Source: an optimization exercise on an open RTL-to-GDS flow (aim: small area, a short achievable clock period and few clock cycles). Production flows keep margins and buffers that such runs may drop. In this exercise RTL edits were held to simulation tests only and were not proved equivalent to the original. Power and IR drop assume default switching activity.

--- flow/standard.sh ---
#!/bin/bash
# synth_recipe.tcl (not shown) runs the flow's synth.tcl, then flattens the netlist and writes it again
# the make line also repeats each setting of config.mk as NAME=value (left out here)
make -C /OpenROAD-flow-scripts/flow DESIGN_CONFIG=/design/flow/config.mk WORK_HOME=/design/flow/orfs CLKGATE_MAP_FILE= SYNTH_SCRIPT=/design/flow/synth_recipe.tcl "${@:-finish}"
--- flow/flow/run.sh ---
#!/bin/bash
set -uo pipefail
export SETUP_SLACK_MARGIN=6.0
export BUFFER_PORTS_ARGS="-buffer_cell sky130_fd_sc_hd__buf_2"
export CTS_ARGS="-sink_clustering_enable -repair_clock_nets -sink_clustering_size 25 -sink_clustering_max_diameter 80 -buf_list sky130_fd_sc_hd__clkbuf_16 -dont_use_dummy_load"
bash standard.sh > standard.log 2>&1
--- flow/design.v ---
module fir_mul
(
  input  wire [15:0] a,
  input  wire [8:0]  one,
  input  wire [7:0]  two,
  input  wire [7:0]  neg,
  output wire [15:0] m
);
  wire pp1;
  wire pp2;
  wire pp3;
  wire pp4;
  wire pp5;
  wire pp6;
  wire pp7;
  wire pp8;
  wire pp9;
  wire pp10;
  wire pp11;
  wire pp12;
  wire pp13;
  wire pp14;
  wire pp15;
  wire pp16;
  wire pp17;
  wire pp18;
  wire pp19;
  wire pp20;
  wire pp21;
  wire pp22;
  wire pp23;
  wire pp24;
  wire pp25;
  wire pp26;
  wire pp27;
  wire pp28;
  wire pp29;
  wire pp30;
  wire pp31;
  wire pp32;
  wire pp33;
  wire pp34;
  wire pp35;
  wire pp36;
  wire pp37;
  wire pp38;
  wire pp39;
  wire pp40;
  wire pp41;
  wire pp42;
  wire pp43;
  wire pp44;
  wire pp45;
  wire pp46;
  wire pp47;
  wire pp48;
  wire pp49;
  wire pp50;
  wire pp51;
  wire pp52;
  wire pp53;
  wire pp54;
  wire pp55;
  wire pp56;
  wire pp57;
  wire pp58;
  wire pp59;
  wire pp60;
  wire pp61;
  wire pp62;
  wire pp63;
  wire pp64;
  wire pp65;
  wire pp66;
  wire pp67;
  wire pp68;
  wire pp69;
  wire pp70;
  wire pp71;
  wire pp72;
  wire pp73;
  wire pp74;
  wire pp75;
  wire pp76;
  wire pp77;
  wire pp78;
  wire pp79;
  wire pp80;
  wire pp81;
  wire pp82;
  wire pp83;
  wire pp84;
  wire pp85;
  wire pp86;
  wire pp87;
  wire pp88;
  wire pp89;
  wire pp90;
  wire pp91;
  wire pp92;
  wire pp93;
  wire pp94;
  wire pp95;
  wire pp96;
  wire pp97;
  wire pp98;
  wire pp99;
  wire pp100;
  wire pp101;
  wire pp102;
  wire pp103;
  wire pp104;
  wire pp105;
  wire pp106;
  wire pp107;
  wire pp108;
  wire pp109;
  wire pp110;
  wire pp111;
  wire pp112;
  wire pp113;
  wire pp114;
  wire pp115;
  wire pp116;
  wire pp117;
  wire pp118;
  wire pp119;
  wire pp120;
  wire pp121;
  wire pp122;
  wire pp123;
  wire pp124;
  wire pp125;
  wire pp126;
  wire pp127;
  wire pp128;
  wire pp129;
  wire pp130;
  wire pp131;
  wire pp132;
  wire pp133;
  wire pp134;
  wire pp135;
  wire pp136;
  wire pp137;
  wire pp138;
  wire pp139;
  wire pp140;
  wire pp141;
  wire pp142;
  wire pp143;
  wire pp144;
  wire pp145;
  wire pp146;
  wire pp147;
  wire pp148;
  wire pp149;
  wire pp150;
  wire pp151;
  wire pp152;
  wire s153;
  wire c154;
  wire s155;
  wire c156;
  wire s157;
  wire c158;
  wire s159;
  wire c160;
  wire s161;
  wire c162;
  wire s163;
  wire c164;
  wire s165;
  wire c166;
  wire s167;
  wire c168;
  wire s169;
  wire c170;
  wire s171;
  wire c172;
  wire s173;
  wire c174;
  wire s175;
  wire c176;
  wire s177;
  wire c178;
  wire s179;
  wire c180;
  wire s181;
  wire c182;
  wire s183;
  wire c184;
  wire s185;
  wire c186;
  wire s187;
  wire c188;
  wire s189;
  wire c190;
  wire s191;
  wire c192;
  wire s193;
  wire c194;
  wire s195;
  wire c196;
  wire s197;
  wire c198;
  wire s199;
  wire c200;
  wire s201;
  wire c202;
  wire s203;
  wire c204;
  wire s205;
  wire c206;
  wire s207;
  wire c208;
  wire s209;
  wire c210;
  wire s211;
  wire c212;
  wire s213;
  wire c214;
  wire s215;
  wire c216;
  wire s217;
  wire c218;
  wire s219;
  wire c220;
  wire s221;
  wire c222;
  wire s223;
  wire c224;
  wire s225;
  wire c226;
  wire s227;
  wire c228;
  wire s229;
  wire c230;
  wire s231;
  wire c232;
  wire s233;
  wire c234;
  wire s235;
  wire c236;
  wire s237;
  wire c238;
  wire s239;
  wire c240;
  wire s241;
  wire c242;
  wire s243;
  wire c244;
  wire s245;
  wire c246;
  wire s247;
  wire c248;
  wire s249;
  wire c250;
  wire s251;
  wire c252;
  wire s253;
  wire c254;
  wire s255;
  wire c256;
  wire s257;
  wire c258;
  wire s259;
  wire c260;
  wire s261;
  wire c262;
  wire s263;
  wire c264;
  wire s265;
  wire c266;
  wire s267;
  wire c268;
  wire s269;
  wire c270;
  wire s271;
  wire c272;
  wire s273;
  wire c274;
  wire s275;
  wire c276;
  wire s277;
  wire c278;
  wire s279;
  wire c280;
  wire s281;
  wire c282;
  wire s283;
  wire c284;
  wire s285;
  wire c286;
  wire s287;
  wire c288;
  wire s289;
  wire c290;
  wire s291;
  wire c292;
  wire s293;
  wire c294;
  wire s295;
  wire c296;
  wire s297;
  wire c298;
  wire s299;
  wire c300;
  wire s301;
  wire c302;
  wire s303;
  wire c304;
  wire s305;
  wire c306;
  wire s307;
  wire c308;
  wire s309;
  wire c310;
  wire s311;
  wire c312;
  wire s313;
  wire c314;
  wire s315;
  wire c316;
  wire s317;
  wire c318;
  wire s319;
  wire c320;
  wire s321;
  wire c322;
  wire s323;
  wire c324;
  wire s325;
  wire c326;
  wire s327;
  wire c328;
  wire s329;
  wire c330;
  wire s331;
  wire c332;
  wire s333;
  wire c334;
  wire s335;
  wire c336;
  wire s337;
  wire c338;
  wire s339;
  wire c340;
  wire s341;
  wire c342;
  wire s343;
  wire c344;
  wire s345;
  wire c346;
  wire s347;
  wire c348;
  wire s349;
  wire c350;
  wire s351;
  wire c352;
  wire s353;
  wire c354;
  wire s355;
  wire c356;
  wire s357;
  wire c358;
  wire s359;
  wire c360;
  wire s361;
  wire c362;
  wire s363;
  wire c364;
  wire s365;
  wire c366;
  wire s367;
  wire c368;
  wire s369;
  wire c370;
  wire s371;
  wire c372;
  wire s373;
  wire c374;
  wire s375;
  wire c376;
  wire s377;
  wire c378;
  wire s379;
  wire c380;
  wire s381;
  wire c382;
  wire s383;
  wire c384;
  wire s385;
  wire c386;
  wire s387;
  wire c388;
  wire s389;
  wire c390;
  wire s391;
  wire c392;
  wire s393;
  wire c394;
  wire s395;
  wire c396;
  wire s397;
  wire c398;
  wire s399;
  wire c400;
  wire s401;
  wire c402;
  wire s403;
  wire c404;
  wire s405;
  wire c406;
  wire s407;
  wire c408;
  wire s409;
  wire c410;
  wire s411;
  wire c412;
  wire s413;
  wire c414;
  assign pp1 = ((one[0] & a[0])) ^ neg[0];
  assign pp2 = ((one[0] & a[1]) | (two[0] & a[0])) ^ neg[0];
  assign pp3 = ((one[0] & a[2]) | (two[0] & a[1])) ^ neg[0];
  assign pp4 = ((one[0] & a[3]) | (two[0] & a[2])) ^ neg[0];
  assign pp5 = ((one[0] & a[4]) | (two[0] & a[3])) ^ neg[0];
  assign pp6 = ((one[0] & a[5]) | (two[0] & a[4])) ^ neg[0];
  assign pp7 = ((one[0] & a[6]) | (two[0] & a[5])) ^ neg[0];
  assign pp8 = ((one[0] & a[7]) | (two[0] & a[6])) ^ neg[0];
  assign pp9 = ((one[0] & a[8]) | (two[0] & a[7])) ^ neg[0];
  assign pp10 = ((one[0] & a[9]) | (two[0] & a[8])) ^ neg[0];
  assign pp11 = ((one[0] & a[10]) | (two[0] & a[9])) ^ neg[0];
  assign pp12 = ((one[0] & a[11]) | (two[0] & a[10])) ^ neg[0];
  assign pp13 = ((one[0] & a[12]) | (two[0] & a[11])) ^ neg[0];
  assign pp14 = ((one[0] & a[13]) | (two[0] & a[12])) ^ neg[0];
  assign pp15 = ((one[0] & a[14]) | (two[0] & a[13])) ^ neg[0];
  assign pp16 = ((one[0] & a[15]) | (two[0] & a[14])) ^ neg[0];
  assign pp17 = ((two[0] & a[15])) ^ neg[0];
  assign pp18 = ((one[1] & a[0])) ^ neg[1];
  assign pp19 = ((one[1] & a[1]) | (two[1] & a[0])) ^ neg[1];
  assign pp20 = ((one[1] & a[2]) | (two[1] & a[1])) ^ neg[1];
  assign pp21 = ((one[1] & a[3]) | (two[1] & a[2])) ^ neg[1];
  assign pp22 = ((one[1] & a[4]) | (two[1] & a[3])) ^ neg[1];
  assign pp23 = ((one[1] & a[5]) | (two[1] & a[4])) ^ neg[1];
  assign pp24 = ((one[1] & a[6]) | (two[1] & a[5])) ^ neg[1];
  assign pp25 = ((one[1] & a[7]) | (two[1] & a[6])) ^ neg[1];
  assign pp26 = ((one[1] & a[8]) | (two[1] & a[7])) ^ neg[1];
  assign pp27 = ((one[1] & a[9]) | (two[1] & a[8])) ^ neg[1];
  assign pp28 = ((one[1] & a[10]) | (two[1] & a[9])) ^ neg[1];
  assign pp29 = ((one[1] & a[11]) | (two[1] & a[10])) ^ neg[1];
  assign pp30 = ((one[1] & a[12]) | (two[1] & a[11])) ^ neg[1];
  assign pp31 = ((one[1] & a[13]) | (two[1] & a[12])) ^ neg[1];
  assign pp32 = ((one[1] & a[14]) | (two[1] & a[13])) ^ neg[1];
  assign pp33 = ((one[1] & a[15]) | (two[1] & a[14])) ^ neg[1];
  assign pp34 = ((two[1] & a[15])) ^ neg[1];
  assign pp35 = ((one[2] & a[0])) ^ neg[2];
  assign pp36 = ((one[2] & a[1]) | (two[2] & a[0])) ^ neg[2];
  assign pp37 = ((one[2] & a[2]) | (two[2] & a[1])) ^ neg[2];
  assign pp38 = ((one[2] & a[3]) | (two[2] & a[2])) ^ neg[2];
  assign pp39 = ((one[2] & a[4]) | (two[2] & a[3])) ^ neg[2];
  assign pp40 = ((one[2] & a[5]) | (two[2] & a[4])) ^ neg[2];
  assign pp41 = ((one[2] & a[6]) | (two[2] & a[5])) ^ neg[2];
  assign pp42 = ((one[2] & a[7]) | (two[2] & a[6])) ^ neg[2];
  assign pp43 = ((one[2] & a[8]) | (two[2] & a[7])) ^ neg[2];
  assign pp44 = ((one[2] & a[9]) | (two[2] & a[8])) ^ neg[2];
  assign pp45 = ((one[2] & a[10]) | (two[2] & a[9])) ^ neg[2];
  assign pp46 = ((one[2] & a[11]) | (two[2] & a[10])) ^ neg[2];
  assign pp47 = ((one[2] & a[12]) | (two[2] & a[11])) ^ neg[2];
  assign pp48 = ((one[2] & a[13]) | (two[2] & a[12])) ^ neg[2];
  assign pp49 = ((one[2] & a[14]) | (two[2] & a[13])) ^ neg[2];
  assign pp50 = ((one[2] & a[15]) | (two[2] & a[14])) ^ neg[2];
  assign pp51 = ((two[2] & a[15])) ^ neg[2];
  assign pp52 = ((one[3] & a[0])) ^ neg[3];
  assign pp53 = ((one[3] & a[1]) | (two[3] & a[0])) ^ neg[3];
  assign pp54 = ((one[3] & a[2]) | (two[3] & a[1])) ^ neg[3];
  assign pp55 = ((one[3] & a[3]) | (two[3] & a[2])) ^ neg[3];
  assign pp56 = ((one[3] & a[4]) | (two[3] & a[3])) ^ neg[3];
  assign pp57 = ((one[3] & a[5]) | (two[3] & a[4])) ^ neg[3];
  assign pp58 = ((one[3] & a[6]) | (two[3] & a[5])) ^ neg[3];
  assign pp59 = ((one[3] & a[7]) | (two[3] & a[6])) ^ neg[3];
  assign pp60 = ((one[3] & a[8]) | (two[3] & a[7])) ^ neg[3];
  assign pp61 = ((one[3] & a[9]) | (two[3] & a[8])) ^ neg[3];
  assign pp62 = ((one[3] & a[10]) | (two[3] & a[9])) ^ neg[3];
  assign pp63 = ((one[3] & a[11]) | (two[3] & a[10])) ^ neg[3];
  assign pp64 = ((one[3] & a[12]) | (two[3] & a[11])) ^ neg[3];
  assign pp65 = ((one[3] & a[13]) | (two[3] & a[12])) ^ neg[3];
  assign pp66 = ((one[3] & a[14]) | (two[3] & a[13])) ^ neg[3];
  assign pp67 = ((one[3] & a[15]) | (two[3] & a[14])) ^ neg[3];
  assign pp68 = ((two[3] & a[15])) ^ neg[3];
  assign pp69 = ((one[4] & a[0])) ^ neg[4];
  assign pp70 = ((one[4] & a[1]) | (two[4] & a[0])) ^ neg[4];
  assign pp71 = ((one[4] & a[2]) | (two[4] & a[1])) ^ neg[4];
  assign pp72 = ((one[4] & a[3]) | (two[4] & a[2])) ^ neg[4];
  assign pp73 = ((one[4] & a[4]) | (two[4] & a[3])) ^ neg[4];
  assign pp74 = ((one[4] & a[5]) | (two[4] & a[4])) ^ neg[4];
  assign pp75 = ((one[4] & a[6]) | (two[4] & a[5])) ^ neg[4];
  assign pp76 = ((one[4] & a[7]) | (two[4] & a[6])) ^ neg[4];
  assign pp77 = ((one[4] & a[8]) | (two[4] & a[7])) ^ neg[4];
  assign pp78 = ((one[4] & a[9]) | (two[4] & a[8])) ^ neg[4];
  assign pp79 = ((one[4] & a[10]) | (two[4] & a[9])) ^ neg[4];
  assign pp80 = ((one[4] & a[11]) | (two[4] & a[10])) ^ neg[4];
  assign pp81 = ((one[4] & a[12]) | (two[4] & a[11])) ^ neg[4];
  assign pp82 = ((one[4] & a[13]) | (two[4] & a[12])) ^ neg[4];
  assign pp83 = ((one[4] & a[14]) | (two[4] & a[13])) ^ neg[4];
  assign pp84 = ((one[4] & a[15]) | (two[4] & a[14])) ^ neg[4];
  assign pp85 = ((two[4] & a[15])) ^ neg[4];
  assign pp86 = ((one[5] & a[0])) ^ neg[5];
  assign pp87 = ((one[5] & a[1]) | (two[5] & a[0])) ^ neg[5];
  assign pp88 = ((one[5] & a[2]) | (two[5] & a[1])) ^ neg[5];
  assign pp89 = ((one[5] & a[3]) | (two[5] & a[2])) ^ neg[5];
  assign pp90 = ((one[5] & a[4]) | (two[5] & a[3])) ^ neg[5];
  assign pp91 = ((one[5] & a[5]) | (two[5] & a[4])) ^ neg[5];
  assign pp92 = ((one[5] & a[6]) | (two[5] & a[5])) ^ neg[5];
  assign pp93 = ((one[5] & a[7]) | (two[5] & a[6])) ^ neg[5];
  assign pp94 = ((one[5] & a[8]) | (two[5] & a[7])) ^ neg[5];
  assign pp95 = ((one[5] & a[9]) | (two[5] & a[8])) ^ neg[5];
  assign pp96 = ((one[5] & a[10]) | (two[5] & a[9])) ^ neg[5];
  assign pp97 = ((one[5] & a[11]) | (two[5] & a[10])) ^ neg[5];
  assign pp98 = ((one[5] & a[12]) | (two[5] & a[11])) ^ neg[5];
  assign pp99 = ((one[5] & a[13]) | (two[5] & a[12])) ^ neg[5];
  assign pp100 = ((one[5] & a[14]) | (two[5] & a[13])) ^ neg[5];
  assign pp101 = ((one[5] & a[15]) | (two[5] & a[14])) ^ neg[5];
  assign pp102 = ((two[5] & a[15])) ^ neg[5];
  assign pp103 = ((one[6] & a[0])) ^ neg[6];
  assign pp104 = ((one[6] & a[1]) | (two[6] & a[0])) ^ neg[6];
  assign pp105 = ((one[6] & a[2]) | (two[6] & a[1])) ^ neg[6];
  assign pp106 = ((one[6] & a[3]) | (two[6] & a[2])) ^ neg[6];
  assign pp107 = ((one[6] & a[4]) | (two[6] & a[3])) ^ neg[6];
  assign pp108 = ((one[6] & a[5]) | (two[6] & a[4])) ^ neg[6];
  assign pp109 = ((one[6] & a[6]) | (two[6] & a[5])) ^ neg[6];
  assign pp110 = ((one[6] & a[7]) | (two[6] & a[6])) ^ neg[6];
  assign pp111 = ((one[6] & a[8]) | (two[6] & a[7])) ^ neg[6];
  assign pp112 = ((one[6] & a[9]) | (two[6] & a[8])) ^ neg[6];
  assign pp113 = ((one[6] & a[10]) | (two[6] & a[9])) ^ neg[6];
  assign pp114 = ((one[6] & a[11]) | (two[6] & a[10])) ^ neg[6];
  assign pp115 = ((one[6] & a[12]) | (two[6] & a[11])) ^ neg[6];
  assign pp116 = ((one[6] & a[13]) | (two[6] & a[12])) ^ neg[6];
  assign pp117 = ((one[6] & a[14]) | (two[6] & a[13])) ^ neg[6];
  assign pp118 = ((one[6] & a[15]) | (two[6] & a[14])) ^ neg[6];
  assign pp119 = ((two[6] & a[15])) ^ neg[6];
  assign pp120 = ((one[7] & a[0])) ^ neg[7];
  assign pp121 = ((one[7] & a[1]) | (two[7] & a[0])) ^ neg[7];
  assign pp122 = ((one[7] & a[2]) | (two[7] & a[1])) ^ neg[7];
  assign pp123 = ((one[7] & a[3]) | (two[7] & a[2])) ^ neg[7];
  assign pp124 = ((one[7] & a[4]) | (two[7] & a[3])) ^ neg[7];
  assign pp125 = ((one[7] & a[5]) | (two[7] & a[4])) ^ neg[7];
  assign pp126 = ((one[7] & a[6]) | (two[7] & a[5])) ^ neg[7];
  assign pp127 = ((one[7] & a[7]) | (two[7] & a[6])) ^ neg[7];
  assign pp128 = ((one[7] & a[8]) | (two[7] & a[7])) ^ neg[7];
  assign pp129 = ((one[7] & a[9]) | (two[7] & a[8])) ^ neg[7];
  assign pp130 = ((one[7] & a[10]) | (two[7] & a[9])) ^ neg[7];
  assign pp131 = ((one[7] & a[11]) | (two[7] & a[10])) ^ neg[7];
  assign pp132 = ((one[7] & a[12]) | (two[7] & a[11])) ^ neg[7];
  assign pp133 = ((one[7] & a[13]) | (two[7] & a[12])) ^ neg[7];
  assign pp134 = ((one[7] & a[14]) | (two[7] & a[13])) ^ neg[7];
  assign pp135 = ((one[7] & a[15]) | (two[7] & a[14])) ^ neg[7];
  assign pp136 = ((two[7] & a[15])) ^ neg[7];
  assign pp137 = one[8] & a[0];
  assign pp138 = one[8] & a[1];
  assign pp139 = one[8] & a[2];
  assign pp140 = one[8] & a[3];
  assign pp141 = one[8] & a[4];
  assign pp142 = one[8] & a[5];
  assign pp143 = one[8] & a[6];
  assign pp144 = one[8] & a[7];
  assign pp145 = one[8] & a[8];
  assign pp146 = one[8] & a[9];
  assign pp147 = one[8] & a[10];
  assign pp148 = one[8] & a[11];
  assign pp149 = one[8] & a[12];
  assign pp150 = one[8] & a[13];
  assign pp151 = one[8] & a[14];
  assign pp152 = one[8] & a[15];
  assign s153 = pp11 ^ pp26;
  assign c154 = pp11 & pp26;
  assign s155 = pp12 ^ pp27;
  assign c156 = pp12 & pp27;
  assign s157 = pp13 ^ pp28 ^ pp43;
  assign c158 = (pp13 & pp28) | (pp13 & pp43) | (pp28 & pp43);
  assign s159 = pp58 ^ pp73;
  assign c160 = pp58 & pp73;
  assign s161 = pp14 ^ pp29 ^ pp44;
  assign c162 = (pp14 & pp29) | (pp14 & pp44) | (pp29 & pp44);
  assign s163 = pp59 ^ pp74;
  assign c164 = pp59 & pp74;
  assign s165 = pp15 ^ pp30 ^ pp45;
  assign c166 = (pp15 & pp30) | (pp15 & pp45) | (pp30 & pp45);
  assign s167 = pp60 ^ pp75 ^ pp90;
  assign c168 = (pp60 & pp75) | (pp60 & pp90) | (pp75 & pp90);
  assign s169 = pp105 ^ pp120;
  assign c170 = pp105 & pp120;
  assign s171 = pp16 ^ pp31 ^ pp46;
  assign c172 = (pp16 & pp31) | (pp16 & pp46) | (pp31 & pp46);
  assign s173 = pp61 ^ pp76 ^ pp91;
  assign c174 = (pp61 & pp76) | (pp61 & pp91) | (pp76 & pp91);
  assign s175 = pp106 ^ pp121;
  assign c176 = pp106 & pp121;
  assign s177 = pp17 ^ pp32 ^ pp47;
  assign c178 = (pp17 & pp32) | (pp17 & pp47) | (pp32 & pp47);
  assign s179 = pp62 ^ pp77 ^ pp92;
  assign c180 = (pp62 & pp77) | (pp62 & pp92) | (pp77 & pp92);
  assign s181 = pp107 ^ pp122 ^ pp137;
  assign c182 = (pp107 & pp122) | (pp107 & pp137) | (pp122 & pp137);
  assign s183 = pp33 ^ pp48 ^ pp63;
  assign c184 = (pp33 & pp48) | (pp33 & pp63) | (pp48 & pp63);
  assign s185 = pp78 ^ pp93 ^ pp108;
  assign c186 = (pp78 & pp93) | (pp78 & pp108) | (pp93 & pp108);
  assign s187 = pp123 ^ pp138 ^ neg[0];
  assign c188 = (pp123 & pp138) | (pp123 & neg[0]) | (pp138 & neg[0]);
  assign s189 = pp34 ^ pp49 ^ pp64;
  assign c190 = (pp34 & pp49) | (pp34 & pp64) | (pp49 & pp64);
  assign s191 = pp79 ^ pp94 ^ pp109;
  assign c192 = (pp79 & pp94) | (pp79 & pp109) | (pp94 & pp109);
  assign s193 = pp124 ^ pp139 ^ neg[0];
  assign c194 = (pp124 & pp139) | (pp124 & neg[0]) | (pp139 & neg[0]);
  assign s195 = pp50 ^ pp65 ^ pp80;
  assign c196 = (pp50 & pp65) | (pp50 & pp80) | (pp65 & pp80);
  assign s197 = pp95 ^ pp110 ^ pp125;
  assign c198 = (pp95 & pp110) | (pp95 & pp125) | (pp110 & pp125);
  assign s199 = pp140 ^ ~neg[0] ^ ~neg[1];
  assign c200 = (pp140 & ~neg[0]) | (pp140 & ~neg[1]) | (~neg[0] & ~neg[1]);
  assign s201 = pp51 ^ pp66 ^ pp81;
  assign c202 = (pp51 & pp66) | (pp51 & pp81) | (pp66 & pp81);
  assign s203 = pp96 ^ pp111 ^ pp126;
  assign c204 = (pp96 & pp111) | (pp96 & pp126) | (pp111 & pp126);
  assign s205 = pp141 ^ 1'b1;
  assign c206 = pp141 & 1'b1;
  assign s207 = pp67 ^ pp82 ^ pp97;
  assign c208 = (pp67 & pp82) | (pp67 & pp97) | (pp82 & pp97);
  assign s209 = pp112 ^ pp127 ^ pp142;
  assign c210 = (pp112 & pp127) | (pp112 & pp142) | (pp127 & pp142);
  assign s211 = pp68 ^ pp83 ^ pp98;
  assign c212 = (pp68 & pp83) | (pp68 & pp98) | (pp83 & pp98);
  assign s213 = pp113 ^ pp128;
  assign c214 = pp113 & pp128;
  assign s215 = pp84 ^ pp99 ^ pp114;
  assign c216 = (pp84 & pp99) | (pp84 & pp114) | (pp99 & pp114);
  assign s217 = pp85 ^ pp100;
  assign c218 = pp85 & pp100;
  assign s219 = pp7 ^ pp22;
  assign c220 = pp7 & pp22;
  assign s221 = pp8 ^ pp23;
  assign c222 = pp8 & pp23;
  assign s223 = pp9 ^ pp24 ^ pp39;
  assign c224 = (pp9 & pp24) | (pp9 & pp39) | (pp24 & pp39);
  assign s225 = pp54 ^ pp69;
  assign c226 = pp54 & pp69;
  assign s227 = pp10 ^ pp25 ^ pp40;
  assign c228 = (pp10 & pp25) | (pp10 & pp40) | (pp25 & pp40);
  assign s229 = pp55 ^ pp70;
  assign c230 = pp55 & pp70;
  assign s231 = s153 ^ pp41 ^ pp56;
  assign c232 = (s153 & pp41) | (s153 & pp56) | (pp41 & pp56);
  assign s233 = pp71 ^ pp86 ^ neg[5];
  assign c234 = (pp71 & pp86) | (pp71 & neg[5]) | (pp86 & neg[5]);
  assign s235 = c154 ^ s155 ^ pp42;
  assign c236 = (c154 & s155) | (c154 & pp42) | (s155 & pp42);
  assign s237 = pp57 ^ pp72 ^ pp87;
  assign c238 = (pp57 & pp72) | (pp57 & pp87) | (pp72 & pp87);
  assign s239 = c156 ^ s157 ^ s159;
  assign c240 = (c156 & s157) | (c156 & s159) | (s157 & s159);
  assign s241 = pp88 ^ pp103 ^ neg[6];
  assign c242 = (pp88 & pp103) | (pp88 & neg[6]) | (pp103 & neg[6]);
  assign s243 = c158 ^ c160 ^ s161;
  assign c244 = (c158 & c160) | (c158 & s161) | (c160 & s161);
  assign s245 = s163 ^ pp89 ^ pp104;
  assign c246 = (s163 & pp89) | (s163 & pp104) | (pp89 & pp104);
  assign s247 = c162 ^ c164 ^ s165;
  assign c248 = (c162 & c164) | (c162 & s165) | (c164 & s165);
  assign s249 = s167 ^ s169 ^ neg[7];
  assign c250 = (s167 & s169) | (s167 & neg[7]) | (s169 & neg[7]);
  assign s251 = c166 ^ c168 ^ c170;
  assign c252 = (c166 & c168) | (c166 & c170) | (c168 & c170);
  assign s253 = s171 ^ s173 ^ s175;
  assign c254 = (s171 & s173) | (s171 & s175) | (s173 & s175);
  assign s255 = c172 ^ c174 ^ c176;
  assign c256 = (c172 & c174) | (c172 & c176) | (c174 & c176);
  assign s257 = s177 ^ s179 ^ s181;
  assign c258 = (s177 & s179) | (s177 & s181) | (s179 & s181);
  assign s259 = c178 ^ c180 ^ c182;
  assign c260 = (c178 & c180) | (c178 & c182) | (c180 & c182);
  assign s261 = s183 ^ s185 ^ s187;
  assign c262 = (s183 & s185) | (s183 & s187) | (s185 & s187);
  assign s263 = c184 ^ c186 ^ c188;
  assign c264 = (c184 & c186) | (c184 & c188) | (c186 & c188);
  assign s265 = s189 ^ s191 ^ s193;
  assign c266 = (s189 & s191) | (s189 & s193) | (s191 & s193);
  assign s267 = c190 ^ c192 ^ c194;
  assign c268 = (c190 & c192) | (c190 & c194) | (c192 & c194);
  assign s269 = s195 ^ s197 ^ s199;
  assign c270 = (s195 & s197) | (s195 & s199) | (s197 & s199);
  assign s271 = c196 ^ c198 ^ c200;
  assign c272 = (c196 & c198) | (c196 & c200) | (c198 & c200);
  assign s273 = s201 ^ s203 ^ s205;
  assign c274 = (s201 & s203) | (s201 & s205) | (s203 & s205);
  assign s275 = c202 ^ c204 ^ c206;
  assign c276 = (c202 & c204) | (c202 & c206) | (c204 & c206);
  assign s277 = s207 ^ s209 ^ ~neg[2];
  assign c278 = (s207 & s209) | (s207 & ~neg[2]) | (s209 & ~neg[2]);
  assign s279 = c208 ^ c210 ^ s211;
  assign c280 = (c208 & c210) | (c208 & s211) | (c210 & s211);
  assign s281 = s213 ^ pp143 ^ 1'b1;
  assign c282 = (s213 & pp143) | (s213 & 1'b1) | (pp143 & 1'b1);
  assign s283 = c212 ^ c214 ^ s215;
  assign c284 = (c212 & c214) | (c212 & s215) | (c214 & s215);
  assign s285 = pp129 ^ pp144 ^ ~neg[3];
  assign c286 = (pp129 & pp144) | (pp129 & ~neg[3]) | (pp144 & ~neg[3]);
  assign s287 = c216 ^ s217 ^ pp115;
  assign c288 = (c216 & s217) | (c216 & pp115) | (s217 & pp115);
  assign s289 = pp130 ^ pp145 ^ 1'b1;
  assign c290 = (pp130 & pp145) | (pp130 & 1'b1) | (pp145 & 1'b1);
  assign s291 = c218 ^ pp101 ^ pp116;
  assign c292 = (c218 & pp101) | (c218 & pp116) | (pp101 & pp116);
  assign s293 = pp131 ^ pp146 ^ ~neg[4];
  assign c294 = (pp131 & pp146) | (pp131 & ~neg[4]) | (pp146 & ~neg[4]);
  assign s295 = pp102 ^ pp117 ^ pp132;
  assign c296 = (pp102 & pp117) | (pp102 & pp132) | (pp117 & pp132);
  assign s297 = pp147 ^ 1'b1;
  assign c298 = pp147 & 1'b1;
  assign s299 = pp118 ^ pp133 ^ pp148;
  assign c300 = (pp118 & pp133) | (pp118 & pp148) | (pp133 & pp148);
  assign s301 = pp119 ^ pp134;
  assign c302 = pp119 & pp134;
  assign s303 = pp5 ^ pp20;
  assign c304 = pp5 & pp20;
  assign s305 = pp6 ^ pp21;
  assign c306 = pp6 & pp21;
  assign s307 = s219 ^ pp37 ^ pp52;
  assign c308 = (s219 & pp37) | (s219 & pp52) | (pp37 & pp52);
  assign s309 = c220 ^ s221 ^ pp38;
  assign c310 = (c220 & s221) | (c220 & pp38) | (s221 & pp38);
  assign s311 = c222 ^ s223 ^ s225;
  assign c312 = (c222 & s223) | (c222 & s225) | (s223 & s225);
  assign s313 = c224 ^ c226 ^ s227;
  assign c314 = (c224 & c226) | (c224 & s227) | (c226 & s227);
  assign s315 = c228 ^ c230 ^ s231;
  assign c316 = (c228 & c230) | (c228 & s231) | (c230 & s231);
  assign s317 = c232 ^ c234 ^ s235;
  assign c318 = (c232 & c234) | (c232 & s235) | (c234 & s235);
  assign s319 = c236 ^ c238 ^ s239;
  assign c320 = (c236 & c238) | (c236 & s239) | (c238 & s239);
  assign s321 = c240 ^ c242 ^ s243;
  assign c322 = (c240 & c242) | (c240 & s243) | (c242 & s243);
  assign s323 = c244 ^ c246 ^ s247;
  assign c324 = (c244 & c246) | (c244 & s247) | (c246 & s247);
  assign s325 = c248 ^ c250 ^ s251;
  assign c326 = (c248 & c250) | (c248 & s251) | (c250 & s251);
  assign s327 = c252 ^ c254 ^ s255;
  assign c328 = (c252 & c254) | (c252 & s255) | (c254 & s255);
  assign s329 = c256 ^ c258 ^ s259;
  assign c330 = (c256 & c258) | (c256 & s259) | (c258 & s259);
  assign s331 = c260 ^ c262 ^ s263;
  assign c332 = (c260 & c262) | (c260 & s263) | (c262 & s263);
  assign s333 = c264 ^ c266 ^ s267;
  assign c334 = (c264 & c266) | (c264 & s267) | (c266 & s267);
  assign s335 = c268 ^ c270 ^ s271;
  assign c336 = (c268 & c270) | (c268 & s271) | (c270 & s271);
  assign s337 = c272 ^ c274 ^ s275;
  assign c338 = (c272 & c274) | (c272 & s275) | (c274 & s275);
  assign s339 = c276 ^ c278 ^ s279;
  assign c340 = (c276 & c278) | (c276 & s279) | (c278 & s279);
  assign s341 = c280 ^ c282 ^ s283;
  assign c342 = (c280 & c282) | (c280 & s283) | (c282 & s283);
  assign s343 = c284 ^ c286 ^ s287;
  assign c344 = (c284 & c286) | (c284 & s287) | (c286 & s287);
  assign s345 = c288 ^ c290 ^ s291;
  assign c346 = (c288 & c290) | (c288 & s291) | (c290 & s291);
  assign s347 = c292 ^ c294 ^ s295;
  assign c348 = (c292 & c294) | (c292 & s295) | (c294 & s295);
  assign s349 = c296 ^ c298 ^ s299;
  assign c350 = (c296 & c298) | (c296 & s299) | (c298 & s299);
  assign s351 = c300 ^ s301 ^ pp149;
  assign c352 = (c300 & s301) | (c300 & pp149) | (s301 & pp149);
  assign s353 = c302 ^ pp135 ^ pp150;
  assign c354 = (c302 & pp135) | (c302 & pp150) | (pp135 & pp150);
  assign s355 = pp136 ^ pp151;
  assign c356 = pp136 & pp151;
  assign s357 = pp3 ^ pp18;
  assign c358 = pp3 & pp18;
  assign s359 = pp4 ^ pp19;
  assign c360 = pp4 & pp19;
  assign s361 = s303 ^ pp35 ^ neg[2];
  assign c362 = (s303 & pp35) | (s303 & neg[2]) | (pp35 & neg[2]);
  assign s363 = c304 ^ s305 ^ pp36;
  assign c364 = (c304 & s305) | (c304 & pp36) | (s305 & pp36);
  assign s365 = c306 ^ s307 ^ neg[3];
  assign c366 = (c306 & s307) | (c306 & neg[3]) | (s307 & neg[3]);
  assign s367 = c308 ^ s309 ^ pp53;
  assign c368 = (c308 & s309) | (c308 & pp53) | (s309 & pp53);
  assign s369 = c310 ^ s311 ^ neg[4];
  assign c370 = (c310 & s311) | (c310 & neg[4]) | (s311 & neg[4]);
  assign s371 = c312 ^ s313 ^ s229;
  assign c372 = (c312 & s313) | (c312 & s229) | (s313 & s229);
  assign s373 = c314 ^ s315 ^ s233;
  assign c374 = (c314 & s315) | (c314 & s233) | (s315 & s233);
  assign s375 = c316 ^ s317 ^ s237;
  assign c376 = (c316 & s317) | (c316 & s237) | (s317 & s237);
  assign s377 = c318 ^ s319 ^ s241;
  assign c378 = (c318 & s319) | (c318 & s241) | (s319 & s241);
  assign s379 = c320 ^ s321 ^ s245;
  assign c380 = (c320 & s321) | (c320 & s245) | (s321 & s245);
  assign s381 = c322 ^ s323 ^ s249;
  assign c382 = (c322 & s323) | (c322 & s249) | (s323 & s249);
  assign s383 = c324 ^ s325 ^ s253;
  assign c384 = (c324 & s325) | (c324 & s253) | (s325 & s253);
  assign s385 = c326 ^ s327 ^ s257;
  assign c386 = (c326 & s327) | (c326 & s257) | (s327 & s257);
  assign s387 = c328 ^ s329 ^ s261;
  assign c388 = (c328 & s329) | (c328 & s261) | (s329 & s261);
  assign s389 = c330 ^ s331 ^ s265;
  assign c390 = (c330 & s331) | (c330 & s265) | (s331 & s265);
  assign s391 = c332 ^ s333 ^ s269;
  assign c392 = (c332 & s333) | (c332 & s269) | (s333 & s269);
  assign s393 = c334 ^ s335 ^ s273;
  assign c394 = (c334 & s335) | (c334 & s273) | (s335 & s273);
  assign s395 = c336 ^ s337 ^ s277;
  assign c396 = (c336 & s337) | (c336 & s277) | (s337 & s277);
  assign s397 = c338 ^ s339 ^ s281;
  assign c398 = (c338 & s339) | (c338 & s281) | (s339 & s281);
  assign s399 = c340 ^ s341 ^ s285;
  assign c400 = (c340 & s341) | (c340 & s285) | (s341 & s285);
  assign s401 = c342 ^ s343 ^ s289;
  assign c402 = (c342 & s343) | (c342 & s289) | (s343 & s289);
  assign s403 = c344 ^ s345 ^ s293;
  assign c404 = (c344 & s345) | (c344 & s293) | (s345 & s293);
  assign s405 = c346 ^ s347 ^ s297;
  assign c406 = (c346 & s347) | (c346 & s297) | (s347 & s297);
  assign s407 = c348 ^ s349 ^ ~neg[5];
  assign c408 = (c348 & s349) | (c348 & ~neg[5]) | (s349 & ~neg[5]);
  assign s409 = c350 ^ s351 ^ 1'b1;
  assign c410 = (c350 & s351) | (c350 & 1'b1) | (s351 & 1'b1);
  assign s411 = c352 ^ s353 ^ ~neg[6];
  assign c412 = (c352 & s353) | (c352 & ~neg[6]) | (s353 & ~neg[6]);
  assign s413 = c354 ^ s355 ^ 1'b1;
  assign c414 = (c354 & s355) | (c354 & 1'b1) | (s355 & 1'b1);
  wire [30:0] r0 = {c412, c410, c408, c406, c404, c402, c400, c398, c396, c394, c392, c390, c388, c386, c384, c382, c380, c378, c376, c374, c372, c370, c368, c366, c364, c362, c360, c358, s357, pp2, pp1};
  wire [30:0] r1 = {s413, s411, s409, s407, s405, s403, s401, s399, s397, s395, s393, s391, s389, s387, s385, s383, s381, s379, s377, s375, s373, s371, s369, s367, s365, s363, s361, s359, neg[1], 1'b0, neg[0]};
  wire [30:0] g0 = r0 & r1;
  wire [30:0] p0 = r0 ^ r1;
  wire G1 = g0[1] | (p0[1] & g0[0]);
  wire P1 = p0[1] & p0[0];
  wire G2 = g0[3] | (p0[3] & g0[2]);
  wire P2 = p0[3] & p0[2];
  wire G3 = g0[5] | (p0[5] & g0[4]);
  wire P3 = p0[5] & p0[4];
  wire G4 = g0[7] | (p0[7] & g0[6]);
  wire P4 = p0[7] & p0[6];
  wire G5 = g0[9] | (p0[9] & g0[8]);
  wire P5 = p0[9] & p0[8];
  wire G6 = g0[11] | (p0[11] & g0[10]);
  wire P6 = p0[11] & p0[10];
  wire G7 = g0[13] | (p0[13] & g0[12]);
  wire P7 = p0[13] & p0[12];
  wire G8 = g0[15] | (p0[15] & g0[14]);
  wire P8 = p0[15] & p0[14];
  wire G9 = g0[17] | (p0[17] & g0[16]);
  wire P9 = p0[17] & p0[16];
  wire G10 = g0[19] | (p0[19] & g0[18]);
  wire P10 = p0[19] & p0[18];
  wire G11 = g0[21] | (p0[21] & g0[20]);
  wire P11 = p0[21] & p0[20];
  wire G12 = g0[23] | (p0[23] & g0[22]);
  wire P12 = p0[23] & p0[22];
  wire G13 = g0[25] | (p0[25] & g0[24]);
  wire P13 = p0[25] & p0[24];
  wire G14 = g0[27] | (p0[27] & g0[26]);
  wire P14 = p0[27] & p0[26];
  wire G15 = g0[29] | (p0[29] & g0[28]);
  wire P15 = p0[29] & p0[28];
  wire G16 = g0[2] | (p0[2] & G1);
  wire P16 = p0[2] & P1;
  wire G17 = G2 | (P2 & G1);
  wire P17 = P2 & P1;
  wire G18 = g0[6] | (p0[6] & G3);
  wire P18 = p0[6] & P3;
  wire G19 = G4 | (P4 & G3);
  wire P19 = P4 & P3;
  wire G20 = g0[10] | (p0[10] & G5);
  wire P20 = p0[10] & P5;
  wire G21 = G6 | (P6 & G5);
  wire P21 = P6 & P5;
  wire G22 = g0[14] | (p0[14] & G7);
  wire P22 = p0[14] & P7;
  wire G23 = G8 | (P8 & G7);
  wire P23 = P8 & P7;
  wire G24 = g0[18] | (p0[18] & G9);
  wire P24 = p0[18] & P9;
  wire G25 = G10 | (P10 & G9);
  wire P25 = P10 & P9;
  wire G26 = g0[22] | (p0[22] & G11);
  wire P26 = p0[22] & P11;
  wire G27 = G12 | (P12 & G11);
  wire P27 = P12 & P11;
  wire G28 = g0[26] | (p0[26] & G13);
  wire P28 = p0[26] & P13;
  wire G29 = G14 | (P14 & G13);
  wire P29 = P14 & P13;
  wire G30 = g0[30] | (p0[30] & G15);
  wire P30 = p0[30] & P15;
  wire G31 = g0[4] | (p0[4] & G17);
  wire P31 = p0[4] & P17;
  wire G32 = G3 | (P3 & G17);
  wire P32 = P3 & P17;
  wire G33 = G18 | (P18 & G17);
  wire P33 = P18 & P17;
  wire G34 = G19 | (P19 & G17);
  wire P34 = P19 & P17;
  wire G35 = g0[12] | (p0[12] & G21);
  wire P35 = p0[12] & P21;
  wire G36 = G7 | (P7 & G21);
  wire P36 = P7 & P21;
  wire G37 = G22 | (P22 & G21);
  wire P37 = P22 & P21;
  wire G38 = G23 | (P23 & G21);
  wire P38 = P23 & P21;
  wire G39 = g0[20] | (p0[20] & G25);
  wire P39 = p0[20] & P25;
  wire G40 = G11 | (P11 & G25);
  wire P40 = P11 & P25;
  wire G41 = G26 | (P26 & G25);
  wire P41 = P26 & P25;
  wire G42 = G27 | (P27 & G25);
  wire P42 = P27 & P25;
  wire G43 = g0[28] | (p0[28] & G29);
  wire P43 = p0[28] & P29;
  wire G44 = G15 | (P15 & G29);
  wire P44 = P15 & P29;
  wire G45 = G30 | (P30 & G29);
  wire P45 = P30 & P29;
  wire G46 = g0[8] | (p0[8] & G34);
  wire P46 = p0[8] & P34;
  wire G47 = G5 | (P5 & G34);
  wire P47 = P5 & P34;
  wire G48 = G20 | (P20 & G34);
  wire P48 = P20 & P34;
  wire G49 = G21 | (P21 & G34);
  wire P49 = P21 & P34;
  wire G50 = G35 | (P35 & G34);
  wire P50 = P35 & P34;
  wire G51 = G36 | (P36 & G34);
  wire P51 = P36 & P34;
  wire G52 = G37 | (P37 & G34);
  wire P52 = P37 & P34;
  wire G53 = G38 | (P38 & G34);
  wire P53 = P38 & P34;
  wire G54 = g0[24] | (p0[24] & G42);
  wire P54 = p0[24] & P42;
  wire G55 = G13 | (P13 & G42);
  wire P55 = P13 & P42;
  wire G56 = G28 | (P28 & G42);
  wire P56 = P28 & P42;
  wire G57 = G29 | (P29 & G42);
  wire P57 = P29 & P42;
  wire G58 = G43 | (P43 & G42);
  wire P58 = P43 & P42;
  wire G59 = G44 | (P44 & G42);
  wire P59 = P44 & P42;
  wire G60 = G45 | (P45 & G42);
  wire P60 = P45 & P42;
  wire G61 = g0[16] | (p0[16] & G53);
  wire P61 = p0[16] & P53;
  wire G62 = G9 | (P9 & G53);
  wire P62 = P9 & P53;
  wire G63 = G24 | (P24 & G53);
  wire P63 = P24 & P53;
  wire G64 = G25 | (P25 & G53);
  wire P64 = P25 & P53;
  wire G65 = G39 | (P39 & G53);
  wire P65 = P39 & P53;
  wire G66 = G40 | (P40 & G53);
  wire P66 = P40 & P53;
  wire G67 = G41 | (P41 & G53);
  wire P67 = P41 & P53;
  wire G68 = G42 | (P42 & G53);
  wire P68 = P42 & P53;
  wire G69 = G54 | (P54 & G53);
  wire P69 = P54 & P53;
  wire G70 = G55 | (P55 & G53);
  wire P70 = P55 & P53;
  wire G71 = G56 | (P56 & G53);
  wire P71 = P56 & P53;
  wire G72 = G57 | (P57 & G53);
  wire P72 = P57 & P53;
  wire G73 = G58 | (P58 & G53);
  wire P73 = P58 & P53;
  wire G74 = G59 | (P59 & G53);
  wire P74 = P59 & P53;
  wire G75 = G60 | (P60 & G53);
  wire P75 = P60 & P53;
  assign m[0] = p0[15] ^ G52;
  assign m[1] = p0[16] ^ G53;
  assign m[2] = p0[17] ^ G61;
  assign m[3] = p0[18] ^ G62;
  assign m[4] = p0[19] ^ G63;
  assign m[5] = p0[20] ^ G64;
  assign m[6] = p0[21] ^ G65;
  assign m[7] = p0[22] ^ G66;
  assign m[8] = p0[23] ^ G67;
  assign m[9] = p0[24] ^ G68;
  assign m[10] = p0[25] ^ G69;
  assign m[11] = p0[26] ^ G70;
  assign m[12] = p0[27] ^ G71;
  assign m[13] = p0[28] ^ G72;
  assign m[14] = p0[29] ^ G73;
  assign m[15] = p0[30] ^ G74;
endmodule
module fir_booth
(
  input  wire [15:0] b,
  output wire [8:0]  one,
  output wire [7:0]  two,
  output wire [7:0]  neg
);
  wire [16:0] bx = {b, 1'b0};
  genvar i;
  generate
    for (i = 0; i < 8; i = i + 1) begin : dig
      wire h = bx[2*i+2], m = bx[2*i+1], l = bx[2*i];
      assign one[i] = m ^ l;
      assign two[i] = (h & ~m & ~l) | (~h & m & l);
      assign neg[i] = h & ~(m & l);
    end
  endgenerate
  assign one[8] = b[15];
endmodule
module ahb_lite_fir_filter
(
  input  wire        clk,
  input  wire        n_rst,
  input  wire        hsel,
  input  wire [3:0]  haddr,
  input  wire        hsize,
  input  wire [1:0]  htrans,
  input  wire        hwrite,
  input  wire [15:0] hwdata,
  output reg  [15:0] hrdata,
  output reg         hresp
);
  wire xfer   = hsel & (htrans == 2'd2);
  wire wr_ok  = (haddr >= 4'd4) & (haddr <= 4'd14);
  always_comb hresp = xfer & (hwrite ? ~wr_ok : (haddr == 4'd15));
  reg        wp;           
  reg [3:0]  pa;           
  reg        ps;           
  always_ff @(posedge clk, negedge n_rst)
    if (!n_rst) wp <= 1'b0;
    else        wp <= xfer & hwrite & wr_ok;
  always_ff @(posedge clk) begin
    pa <= haddr;
    ps <= hsize;
  end
  wire wlo = wp & (ps | ~pa[0]);
  wire whi = wp & (ps |  pa[0]);
  reg [15:0] smp;                  
  reg [15:0] f0, f1, f2, f3;       
  reg [15:0] c0, c1, c2, c3;       
  reg [15:0] x1, x2;               
  reg        vc, vx1, vx2;         
  reg [17:0] acc;                  
  reg [15:0] res;                  
  reg        err;
  reg [15:0] mr;                   
  reg [15:0] ma;                   
  reg [8:0]  bone;                 
  reg [7:0]  btwo, bneg;
  reg s_0;                         
  reg u;                           
  reg s_c1;                        
  reg s_c2;                        
  reg s_c3;                        
  reg s_a3;                        
  reg g2;                          
  wire sel_smp = pa[3:1] == 3'd2;
  wire start   = wp & sel_smp;
  wire wr14    = wp & (pa == 4'd14);
  wire load    = wr14 & hwdata[0];
  wire [15:0] smp_n = {whi & sel_smp ? hwdata[15:8] : smp[15:8],
                       wlo & sel_smp ? hwdata[7:0]  : smp[7:0]};
  function automatic gt16(input [15:0] a, input [15:0] b);
    reg [15:0] g, l;
    integer w, i;
    g = a & ~b;
    l = ~a & b;
    for (w = 1; w < 16; w = w * 2)
      for (i = 0; i < 16; i = i + 2 * w) begin
        g[i] = g[i + w] | (~l[i + w] & g[i]);
        l[i] = l[i + w] | (~g[i + w] & l[i]);
      end
    gt16 = g[0];
  endfunction
  reg  [15:0] bn;
  wire [8:0]  bn_one;
  wire [7:0]  bn_two, bn_neg;
  wire [15:0] m;
  always_comb
    bn = ({16{start & vc}} & c0) | ({16{s_0 & vc}} & c1) |
         ({16{s_c1 & vc}} & c2) | ({16{s_c2 & vc}} & c3);
  fir_booth ENC (.b(bn), .one(bn_one), .two(bn_two), .neg(bn_neg));
  always_ff @(posedge clk) begin
    ma <= ({16{start | wr14 | s_0}} & smp_n) | ({16{s_c1 & vx1}} & x1) |
          ({16{s_c2 & vx2}} & x2);
    bone <= bn_one;
    btwo <= bn_two;
    bneg <= bn_neg;
  end
  fir_mul MUL (.a(ma), .one(bone), .two(btwo), .neg(bneg), .m(m));
  wire        sub  = g2 | s_c3;
  wire [17:0] opa  = s_c2 ? 18'd0 : acc;
  wire [17:0] sum  = sub ? opa - {2'b0, mr} : opa + {2'b0, mr};
  wire err_now = (~acc[17] & acc[16]) | (acc[17] & gt16(mr, acc[15:0]));
  always_ff @(posedge clk)
    mr <= m;
  always_ff @(posedge clk, negedge n_rst) begin
    if (!n_rst) begin
      smp <= '0;
      f0 <= '0; f1 <= '0; f2 <= '0; f3 <= '0;
      vc <= 1'b0; vx1 <= 1'b0; vx2 <= 1'b0;
      acc <= '0;
      res <= '0;
      err <= 1'b0;
      s_0 <= 1'b0; u <= 1'b0; s_c1 <= 1'b0; s_c2 <= 1'b0; s_c3 <= 1'b0;
      s_a3 <= 1'b0; g2 <= 1'b0;
    end else begin
      smp <= smp_n;
      if (wlo && pa[3:1] == 3'd3) f0[7:0]  <= hwdata[7:0];
      if (whi && pa[3:1] == 3'd3) f0[15:8] <= hwdata[15:8];
      if (wlo && pa[3:1] == 3'd4) f1[7:0]  <= hwdata[7:0];
      if (whi && pa[3:1] == 3'd4) f1[15:8] <= hwdata[15:8];
      if (wlo && pa[3:1] == 3'd5) f2[7:0]  <= hwdata[7:0];
      if (whi && pa[3:1] == 3'd5) f2[15:8] <= hwdata[15:8];
      if (wlo && pa[3:1] == 3'd6) f3[7:0]  <= hwdata[7:0];
      if (whi && pa[3:1] == 3'd6) f3[15:8] <= hwdata[15:8];
      if (start) begin
        vx1 <= 1'b1;
        vx2 <= vx1;
      end
      if (load)
        vc <= 1'b1;
      s_0  <= start | load;
      u    <= start;
      s_c1 <= s_0;
      g2   <= s_0 & u;
      s_c2 <= s_c1;
      s_c3 <= s_c2;
      s_a3 <= s_c3;
      if (load)
        err <= 1'b0;
      else if (g2)
        err <= err_now;
      if (g2)
        res <= sum[17] ? 16'd0 - sum[15:0] : sum[15:0];
      if (s_c2 | s_c3 | s_a3)
        acc <= sum;
    end
  end
  always_ff @(posedge clk) begin
    if (start) begin
      x1 <= smp;
      x2 <= x1;
    end
    if (load) begin
      c0 <= f0; c1 <= f1; c2 <= f2; c3 <= f3;
    end
  end
  reg [6:0] rlo, rhi;
  wire      rd = xfer & ~hwrite;
  always_ff @(posedge clk) begin
    for (int k = 0; k < 7; k++) begin
      rlo[k] <= rd & (haddr[3:1] == k) & (hsize | ~haddr[0]);
      rhi[k] <= rd & (haddr[3:1] == k) & (hsize |  haddr[0]);
    end
  end
  wire [15:0] g0 = {7'b0, g2 ? err_now : err, 7'b0, s_0};
  wire [15:0] r_hl [0:6];
  assign r_hl[0] = g0;
  assign r_hl[1] = res;
  assign r_hl[2] = smp;
  assign r_hl[3] = f0;
  assign r_hl[4] = f1;
  assign r_hl[5] = f2;
  assign r_hl[6] = f3;
  always_comb begin
    hrdata = 16'd0;
    for (int k = 0; k < 7; k++)
      hrdata = hrdata | ({{8{rhi[k]}}, {8{rlo[k]}}} & r_hl[k]);
  end
endmodule
--- flow/constraint.sdc ---
create_clock -name core_clock -period 11.0 [get_ports {clk}]
set_input_delay 2.2000 -clock core_clock [delete_from_list [all_inputs] [get_ports {clk}]]
set_output_delay 2.2000 -clock core_clock [all_outputs]
set_load 0.01 [all_outputs]
--- flow/config.mk ---
export PLATFORM = sky130hd
export DESIGN_NAME = ahb_lite_fir_filter
export DESIGN_NICKNAME = ahb_lite_fir_filter
export VERILOG_FILES = /design/flow/design.v
export SDC_FILE = /design/flow/constraint.sdc
export NUM_CORES = 4
export LEC_CHECK = 0
export CAP_MARGIN = 20
export CORE_MARGIN = 2
export CORE_UTILIZATION = 40
export SLEW_MARGIN = 20
==> results of run 1 <==
## metrics by stage
step | area [um^2] | utilization | setup WS (ns)
2_1_floorplan | 19100 | - | 6.00
3_3_place_gp | 19600 | 0.420 | 5.27
3_5_place_dp | 19600 | 0.420 | 5.16
4_1_cts | 20400 | 0.436 | 5.91
5_1_grt | 21500 | 0.459 | 5.81
6_report | 21500 | 0.459 | 5.97
## logic make-up (layout without fill, tap and decap cells)
family / count (synthesis) / count (layout) / synth area share
compound gates: 400 / 400 / 0.150
flops: 298 / 298 / 0.398
buf+inv: 312 / 342 / 0.0626
simple gates: 380 / 380 / 0.0972
mux: 85 / 85 / 0.0491
xor+xnor: 177 / 177 / 0.0820
fa+ha+maj: 182 / 182 / 0.161
## worst max-delay path: cells and delay by family (launching register included)
kind                       cells  cell delay, ns
adders and majority gates      6            2.72
AOI/OAI and AO/OA              4            0.76
and+or+nand+nor                2            0.67
DFF                            1            0.41
xor gates and xnor gates       1            0.18
buffers and inverters          2            0.13
## flip-flops by register name, indices dropped and copies added (netlist names), 9 cells and up
signal	cells
acc	18
c0	16
c1	16
c2	16
c3	16
f0	16
f1	16
f2	16
f3	16
ma	16
mr	16
res	16
smp	16
x1	16
x2	16
bone	9
## timing repair
action	4_1_cts	5_1_grt
pin swaps	3	46
gates resized for setup	83	111
endpoints found under the setup margin	18	31
buffers inserted	14	65
## report_power, final
part / total [uW] / switching, uW / internal (uW) / leakage [uW]
Clock: 660 / 353 / 307 / 0.000234
Combinational: 1110 / 688 / 422 / 0.00525
Sequential: 1270 / 64.8 / 1200 / 0.00318
## worst paths after layout
path	end	cells past startpoint	slack [ns]
max in group asynchronous	acc[15]	2	7.76
setup / recovery	mr[1]	15	5.97
hold / removal	s_c2	0	0.40
min in group asynchronous	f0[6]	1	1.74
hold reg to reg	s_c2	0	0.40
setup reg to reg	mr[1]	15	5.97
## metal layers
layer  GRT usage  vias to the layer above
met5           0                        -
met4      0.0565                        0
met1       0.284                     6990
met2       0.317                      449
met3      0.0233                       65
li1            -                     6422
## cells in the mapped netlist (16+ instances only)
library cell  instances  area, um^2
edfxtp_1             96        2880
fa_1                106        2120
a22oi_1             183        1370
dfrtp_1             126        3150
nor3_1               27         135
clkbuf_1            117         439
nand2_1             122         458
ha_1                 74         926
and2_1               16         100
nor2b_1              21         131
inv_1               182         683
nor2_1               86         323
dfxtp_1              76        1520
mux2i_1              19         190
mux2_2               66         743
xor2_1               32         280
a21oi_1              34         170
o21ai_0              70         350
nand3_1              41         205
xnor2_1             144        1260
## cell type report
class                           instances  area (um^2)  share of cell area
Tap cell                              607          759              0.0354
Multi-Input combinational cell       1224        10800               0.505
Inverter                              186          701              0.0327
Sequential cell                       298         7690               0.358
Timing Repair Buffer                  137          995              0.0464
Clock buffer                           19          475              0.0222
==> run_results.csv, run 1 <==
group,metric,value,unit
run_status,outcome,"complete, no violations",
yosys,synth-seq-cells,298,
yosys,synth_ff_type,"dfrtp_1",
global_route,overflow,0,
finish,layout_common_cells,"inv_1, a22oi_1, xnor2_1",
die,dieArea,49300,um^2
global_route,grt_usage,0.198,
routing,ant_nets,0,
yosys,synthArstFlopShare,0.423,
yosys,synth_area,19000,um^2
critical_path,crit_start,"ma[11]",
timing,fin_tns_setup,0,ns
finish,fin_nets,2073,
hold_path,hold_start,"s_c1",
clock_tree,htreeDepth,1,
critical_path,setup.worst_path.end_class,"register",
pwr,leakagePower,0.00866,uW
clock_tree,cts_root_buf,"clkbuf_16",
pwr,power.density,141,nW/um^2
routing,route.vias.total,13900,
routing,drt_wl_total,50.1,mm
yosys,synth_nets,2041,
yosys,synth_cells,1834,
timing,rsz0062_at_grt,"true",
global_route,grt_first_pass_wirelength,77.8,mm
critical_path,slowest_stage,"fa_2",
routing,drt-met1-wl,22.8,mm
global_route,grt_pass1_vias,13500,
timing,hold_viol_final,0,
critical_path,path_class,"register to register",
die,std_cell_rows,79,
routing,dr.pass1.iters,6,
run,maxCapViolations,0,
finish,fin_cells,2471,
yosys,avgSynthCellArea,10.4,um^2
critical_path,reg2reg_from,"ma[11]",
clock_tree,cts_buffers,19,
finish,diodes,0,
critical_path,crit_fanout,8,
clock_tree,hold_buffers,0,
routing,drc,0,
routing,drt_iter0_markers,1183,
critical_path,required,11.39,ns
timing,hold_ws,0.400,ns
finish,fillers,4359,
routing,vias_per_cell,5.64,
die,ioPinCount,44,
critical_path,crit_path_start_kind,"register",
global_route,antenna_found_initial,0,
critical_path,crit_chain,"a22oi_2 > xor2_2 > fa_1 > fa_2 > fa_1 > inv_1 > fa_1 > ha_1 > o2111ai_4 > or4_4 > a21oi_4 > o21ai_2 > and2_4 > fa_2 > inv_1",
routing,wl_met2,23.4,mm
yosys,ys_seq_area_frac,0.398,
clock_tree,clk_latency,0.53,ns
routing,wire_per_inst,20.3,um
routing,wl_met3,2.66,mm
critical_path,arrival,5.42,ns
timing,post-route-period-util,0.458,
global_route,grt_max_degree,66,
finish,layout_commonest_cell,"inv_1",
yosys,yosysUniqueCellTypes,80,
yosys,synth_warnings,1,
timing,setup_viol,0,
clock_tree,cts_buffer_depth,3,
timing,worstMarginPinSlew,1.05,ns
placed_design,post-place-cells,2373,
finish,drive_gt1_frac,0.203,
timing,slew_violations,0,
placed_design,io_buffer_count,43,
clock_tree,clock-sinks,298,
die,core_area,46800,um^2
timing,slew_headroom,0.299,
hold_path,min_path_type,"register to register",
critical_path,critPathMaxStageDelay,0.55,ns
timing,layout_min_cycle_time,5.03,ns
placed_design,hpwlAfterDp,35.1,mm
yosys,synth_edf_count,96,
placed_design,gp_congestion,0.871,
pwr,total_power,3040,uW
die,start_util,0.406,
die,die_y,222,um
critical_path,critPathMostFrequentCell,"fa_1",
clock_tree,clk_pin_slew_worst_paths,0.09,ns
timing,skew,0.0681,ns
clock_tree,tritoncts,"yes",
routing,maxUsedRoutingLayer,"met4",
finish,syn_to_final_growth,12.9,%
pwr,peakVddDrop,0.132,mV
die,die_w,222,um
timing,fmax,199,MHz
Testbench counts, summed over its fixed seeds: cycles 4,104.
==> run 2, diff against run 1 <==
==> flow/flow/run.sh (replaced) <==
#!/bin/bash
set -uo pipefail
export SETUP_SLACK_MARGIN=6.0
export BUFFER_PORTS_ARGS="-buffer_cell sky130_fd_sc_hd__buf_2"
bash standard.sh > standard.log 2>&1
--- a/flow/config.mk
+++ b/flow/config.mk
@@ -10,2 +10,5 @@
 export CORE_UTILIZATION = 40
+export CTS_BUF_LIST = sky130_fd_sc_hd__clkbuf_16
+export CTS_CLUSTER_DIAMETER = 80
+export CTS_CLUSTER_SIZE = 25
 export SLEW_MARGIN = 20
==> run 2 against run 1 <==
Effect of this change:
- critical path depth is 10 lower
- sequential power hardly changed
- wire length down 0.54%
- via count shrank 0.75%
- critical path type is now input port to output pin
==> run_results.csv, run 2 <==
group,metric,value,unit
critical_path,critPathMaxStageDelay,0.15,ns
finish,layout_common_cells,"inv_1, a22oi_1, xnor2_1",
routing,drc,0,
clock_tree,clk_pin_slew_worst_paths,0.09,ns
timing,worstMarginPinSlew,1.03,ns
pwr,leakagePower,0.00865,uW
clock_tree,cts_buffers,19,
yosys,synth_edf_count,96,
yosys,synth_area_leaders,"dfrtp_1, edfxtp_1, fa_1",
routing,drt_iter0_markers,1313,
yosys,synth_ff_type,"dfrtp_1",
yosys,synth_area,19000,um^2
die,std_cell_rows,79,
clock_tree,htreeDepth,1,
clock_tree,tritoncts,"yes",
critical_path,cp_num_cells,5,
critical_path,crit_fanout,7,
die,die_w,222,um
critical_path,arrival,2.80,ns
critical_path,crit_path_start_kind,"input port",
run,maxCapViolations,0,
die,start_util,0.406,
global_route,overflow,0,
routing,maxUsedRoutingLayer,"met4",
finish,syn_to_final_growth,12.7,%
critical_path,slowest_stage,"clkbuf_4",
timing,slew_violations,0,
die,dieArea,49300,um^2
timing,post-route-period-util,0.454,
timing,layout_min_cycle_time,5.00,ns
yosys,synthArstFlopShare,0.423,
routing,wl_met2,23.2,mm
finish,multiInputGateArea,10800,um^2
yosys,yosysUniqueCellTypes,80,
critical_path,critPathTopFamily,"buffers and inverters",
timing,hold_ws,0.400,ns
timing,setup_viol,0,
yosys,synth_commonest_cells,"a22oi_1, inv_1, xnor2_1, dfrtp_1, nand2_1",
routing,wire_per_inst,20.2,um
run_status,outcome,"complete, no violations",
timing,rsz0062_at_grt,"true",
critical_path,path_class,"input port to output pin",
finish,regArea,7690,um^2
yosys,synth-seq-cells,298,
routing,drt-met1-wl,22.6,mm
yosys,yosysMostFrequentCell,"a22oi_1",
global_route,grt_usage,0.200,
clock_tree,cts_buffer_depth,3,
die,core_area,46800,um^2
finish,layout_commonest_cell,"inv_1",
global_route,antenna_found_initial,0,
yosys,synth_warnings,1,
critical_path,setup.worst_path.end_class,"output pin",
critical_path,rr_worst_depth,15,
global_route,grt_first_pass_wirelength,78.2,mm
hold_path,min_path_type,"register to register",
clock_tree,clk_latency,0.55,ns
placed_design,post-place-cells,2373,
global_route,grt_pass1_vias,13600,
critical_path,critical_path_buf_inv_count,2,
finish,fin_nets,2056,
routing,drt_wl_total,49.8,mm
placed_design,gp_congestion,0.871,
die,die_y,222,um
routing,wl_met3,2.74,mm
pwr,power.density,147,nW/um^2
critical_path,required,8.80,ns
yosys,avgSynthCellArea,10.4,um^2
placed_design,io_buffer_count,43,
clock_tree,clock-sinks,298,
yosys,synth_cells,1834,
placed_design,hpwlAfterDp,35.1,mm
timing,hold_viol_final,0,
pwr,peakVddDrop,0.133,mV
timing,fmax,200,MHz
routing,route.vias.total,13800,
timing,skew,0.0263,ns
routing,vias_per_cell,5.60,
critical_path,crit_chain,"clkbuf_4 > nor2_2 > nand2_1 > a21oi_2 > buf_2",
routing,dr.pass1.iters,7,
die,ioPinCount,44,
timing,slew_headroom,0.308,
clock_tree,cts_root_buf,"clkbuf_16",
hold_path,min_delay_path_depth,0,
finish,fillers,4339,
yosys,synth_nets,2041,
yosys,synth_top_cell_by_area,"dfrtp_1",
global_route,grt_max_degree,66,
finish,regMostFlops,"acc",
finish,diodes,0,
finish,drive_gt1_frac,0.191,
timing,fin_tns_setup,0,ns
yosys,ys_seq_area_frac,0.398,
finish,fin_cells,2469,
routing,ant_nets,0,
finish,largest_register_ffs,18,
yosys,synth_top_area_share,0.166,
-- run 2: cell count changes in the layout (fill, tap and decap cells not counted), moves of 3 or more --
cell / change
xnor2_1: +3
fa_2: -7
fa_1: +7
a22oi_2: -3
a22oi_1: +3
inv_1: +8
buf_4: -13
xnor2_2: -3
-- run 2: worst paths after layout --
| kind | endpoint | from | slack (ns) |
|---|---|---|---|
| worst max-delay path | hresp | haddr[3] | 6.00 |
| worst min-delay path | s_c2 | s_c1 | 0.40 |
| worst max register to register | mr[1] | ma[11] | 6.02 |
| worst min register to register | s_c2 | s_c1 | 0.40 |
| max in group asynchronous | acc[15] | n_rst | 7.82 |
| min in group asynchronous | f0[6] | n_rst | 1.74 |
-- run 2: metal layers --
metal	up-vias	track usage
li1	6400	-
met1	6933	0.285
met2	422	0.320
met3	67	0.0239
met4	0	0.0578
met5	-	0
-- run 2: through the flow --
step / total power [uW] / setup WS [ns] / util / area [um^2]
after global placement: 2350 / 5.27 / 0.420 / 19600
final: 3140 / 6.00 / 0.458 / 21400
after floorplan: 2090 / 6.00 / - / 19100
after detailed placement: 2370 / 5.16 / 0.420 / 19600
after global routing: 3340 / 5.87 / 0.458 / 21400
after CTS: 3140 / 5.92 / 0.442 / 20600
-- run 2: kinds of logic after synthesis --
logic type	Yosys count	share of synthesized area
multiplexers	85	0.0491
buffers and inverters	312	0.0626
adder cells (fa/ha/maj)	182	0.161
flip-flops	298	0.398
AO/OA/AOI/OAI	400	0.150
XOR/XNOR	177	0.0820
AND/OR/NAND/NOR	380	0.0972
-- run 2: power breakdown --
part	internal [uW]	switching [uW]	leakage [uW]
clock network	342	419	0.000332
logic	421	694	0.00514
registers	1200	64.5	0.00318
total	1960	1180	0.00865
-- run 2: worst register-to-register path: cells and delay by family (launching register included) --
family	cells	cell delay, ns
AO/OA/AOI/OAI	4	0.74
XOR/XNOR	1	0.11
flip-flops	1	0.40
AND/OR/NAND/NOR	2	0.66
adder cells (fa/ha/maj)	6	2.88
buffers and inverters	2	0.09
-- run 2: final cells by class --
class / instances / share of cell area
Clock buffer: 19 / 0.0222
Sequential cell: 298 / 0.359
Timing Repair Buffer: 120 / 0.0399
Multi-Input combinational cell: 1224 / 0.503
Tap cell: 607 / 0.0355
Inverter: 186 / 0.0326
Clock inverter: 15 / 0.00777
-- run 2: timing repair --
item                       in CTS  in global routing
pin swaps                       3                 42
resized for setup              83                 98
setup buffers                  24                 38
hold buffers                    0                  0
setup endpoints to repair      18                 30

==> port drivers added, routing unchanged <==
How much do the figures lean on ideal ports? The routed layouts below were timed once more, with nothing changed but the port constraints.
Step 1 sets driving cells, clkbuf_16 on the clock port and buf_2 on the other inputs (assumed; they add their load-dependent delay and slew).
Step 2 adds t to the input delays and takes it off the output delays; t is the mean of the earliest and latest rising clock arrival at the registers after step 1. Input paths then give back, and output paths get back, about the clock's delay inside the block.
a / b / c = no drivers / after step 1 / after step 2; a / b = the first two.
run	t (ns)	setup slack, ns	worst hold slack (ns)	clock arrival spread, ns	worst data-port slew with drivers (ns)
run 1	0.558	5.966 / 5.966 / 5.966	0.400 / 0.400 / 0.400	0.079 / 0.079	0.04
run 2	0.586	6.003 / 5.982 / 5.982	0.400 / 0.400 / 0.400	0.030 / 0.030	0.04
After both steps every run listed still meets setup and hold. For run 2, which loses most, drivers alone change the setup slack by -0.021 ns; drivers and shift together by -0.021 ns.
